Background: an optimization exercise with open tools, aiming at small area. Do not read the settings as production practice.
In this exercise RTL edits were held to simulation tests only and were not proved equivalent to the original.
Power and IR drop assume default switching activity.

== maple ==
Design mips, start of the top module:
module mips(
	clk,
	n_rst,
	imem_addr,
	imem_data,
	dmem_addr,
	dmem_wdata,
	dmem_we,
	dmem_rdata
	);
Size in the first run: ~1,000 flip-flops, ~160 I/O pins, about 46,000 um^2 of cells after synthesis.
==> flow/config.mk <==
export PLATFORM = sky130hd
export DESIGN_NAME = mips
export DESIGN_NICKNAME = mips
export VERILOG_FILES = /design/flow/design.v
export SDC_FILE = /design/flow/constraint.sdc
export NUM_CORES = 4
export LEC_CHECK = 0
export CAP_MARGIN = 20
export CELL_PAD_IN_SITES_DETAIL_PLACEMENT = 1
export CELL_PAD_IN_SITES_GLOBAL_PLACEMENT = 1
export CORE_MARGIN = 2
export CORE_UTILIZATION = 49
export SETUP_SLACK_MARGIN = 0.15
export SLEW_MARGIN = 20
export SYNTH_HIERARCHICAL = 1
==> flow/constraint.sdc <==
create_clock -name core_clock -period 10.5 [get_ports {clk}]
set_input_delay 2.1000 -clock core_clock [delete_from_list [all_inputs] [get_ports {clk}]]
set_output_delay 2.1000 -clock core_clock [all_outputs]
set_load 0.01 [all_outputs]
standard.sh (not shown) runs the stock make flow with config.mk's settings and CLKGATE_MAP_FILE= SYNTH_SCRIPT=/design/flow/synth_recipe.tcl, a recipe that flattens the netlist after the stock synthesis.
==> flow/flow/run.sh <==
#!/bin/bash
# Own flow: the standard layout (standard.sh, unchanged synthesis) with
# two knobs the flow settings do not reach: the smallest buffer on each port,
# and clock tree synthesis without dummy loads and with set sink clusters.
# Each tool's full output stays in orfs/logs; the make output goes to
# standard.log.
set -euo pipefail
export BUFFER_PORTS_ARGS="-buffer_cell sky130_fd_sc_hd__buf_1"
export CTS_ARGS="-sink_clustering_enable -repair_clock_nets -dont_use_dummy_load -sink_clustering_size 24 -sink_clustering_max_diameter 80 -buf_list sky130_fd_sc_hd__clkbuf_16"
bash standard.sh > standard.log 2>&1
Per the final summary, maple finished and its layout is clean on timing, DRC and antenna.
Setup changes, maple to juniper
- a change of CORE_UTILIZATION from 49 to 53
- a change of SETUP_SLACK_MARGIN from 0.15 to 0.25
Findings:
As far as number of flip-flops and latches goes, maple and juniper are indistinguishable; the numbers are identical. juniper -> maple: sequential share of layout area flat. From maple to juniper the numbers moved as follows: first-iteration DRC count rose by about 14%, worst path setup slack after routing fell by 0.13 ns, part of the total power dissipated in the clock network stayed essentially flat, maximum vdd drop rose by about 15%, final area stayed essentially flat. Row post-route clock period utilization: juniper higher / maple lower. Looking at cell with the biggest individual delay on the critical path, the sky130_fd_sc_hd__a222oi_1 result is from maple; the sky130_fd_sc_hd__a2111o_1 one comes from juniper. The critical path depth of juniper falls short of that of maple by 1.

Starting RTL as in the previous note.
clock: 10.5 ns
lec_check: 0
cap_margin: 20
cell_pad_in_sites_detail_placement: 1
cell_pad_in_sites_global_placement: 1
core_margin: 2
core_utilization: 53
setup_slack_margin: 0.2
slew_margin: 20
synth_hierarchical: 1
==> flow/flow/run.sh <==
#!/bin/bash
# Own flow: the standard layout (standard.sh, unchanged synthesis) with
# two knobs the flow settings do not reach: the smallest buffer on each port,
# and clock tree synthesis without dummy loads and with set sink clusters.
# Each tool's full output stays in orfs/logs; the make output goes to
# standard.log.
set -euo pipefail
export BUFFER_PORTS_ARGS="-buffer_cell sky130_fd_sc_hd__buf_1"
export CTS_ARGS="-sink_clustering_enable -repair_clock_nets -dont_use_dummy_load -sink_clustering_size 28 -sink_clustering_max_diameter 80 -buf_list sky130_fd_sc_hd__clkbuf_16"
bash standard.sh > standard.log 2>&1
Then changed:
--- a/flow/flow/run.sh
+++ b/flow/flow/run.sh
@@ -7,4 +7,4 @@
 set -euo pipefail
 export BUFFER_PORTS_ARGS="-buffer_cell sky130_fd_sc_hd__buf_1"
-export CTS_ARGS="-sink_clustering_enable -repair_clock_nets -dont_use_dummy_load -sink_clustering_size 28 -sink_clustering_max_diameter 80 -buf_list sky130_fd_sc_hd__clkbuf_16"
+export CTS_ARGS="-sink_clustering_enable -repair_clock_nets -dont_use_dummy_load -sink_clustering_size 24 -sink_clustering_max_diameter 80 -buf_list sky130_fd_sc_hd__clkbuf_16"
 bash standard.sh > standard.log 2>&1
CORE_UTILIZATION = 49   (was 53)
After rerunning: First-iteration DRC count falls by roughly a tenth; combinational power shrinks slightly; count of clock-buffer cells in the layout climbs by 5; via count is lower slightly; worst hold slack loses 3.5 ps; total power is about the same; wire length rose slightly; worst setup slack improved by 250 ps; sequential power came out lower slightly; maximum frequency rose by a few percent.
Then changed:
CORE_UTILIZATION = 45   (was 49)
SETUP_SLACK_MARGIN = 0.25   (was 0.2)
Effect: Setup slack is worse by 120 ps; routed wire length rises by 1.9%; area after synthesis does not change; critical path depth does not change; final area rises by 0.51%; worst hold slack is worse by 6.6 ps; fmax falls by 1.2%; sequential cell count does not change; clock-buffer cell count rises by 2; power stays flat; clock power rises by about 2%.

## separate check: timing with driven ports
No port has a modelled driver above. Below, the same layouts with a new extraction and two added sets of constraints.
Step 1 (the two cells are an assumption about what drives the block):
set clk [get_ports {clk}]
set_driving_cell -lib_cell sky130_fd_sc_hd__clkbuf_16 $clk
set_driving_cell -lib_cell sky130_fd_sc_hd__buf_2 [delete_from_list [all_inputs] $clk]
Step 2 adds t to the input delays and takes it off the output delays; t is the mean of the earliest and latest rising clock arrival at the registers after step 1. Input paths then give back, and output paths get back, about the clock's delay inside the block.
Slacks: no drivers / after step 1 / after step 2; pairs: no drivers / after step 1.
| run | t (ns) | slack for setup (ns) | worst setup path at the end |
|---|---|---|---|
| maple | 0.750 | 0.322 / 0.277 / 0.246 | input to register |
| juniper | 0.728 | 0.190 / 0.165 / 0.165 | input to output |
| the first run of note 2 | 0.741 | 0.121 / 0.094 / 0.094 | input to output |
| the second run of note 2 | 0.750 | 0.374 / 0.320 / 0.266 | input to register |
| the third run of note 2 | 0.743 | 0.251 / 0.229 / 0.229 | input to output |
After both steps every run listed still meets setup and hold. For the second run of note 2, which loses most, drivers alone change the setup slack by -0.054 ns; drivers and shift together by -0.108 ns.
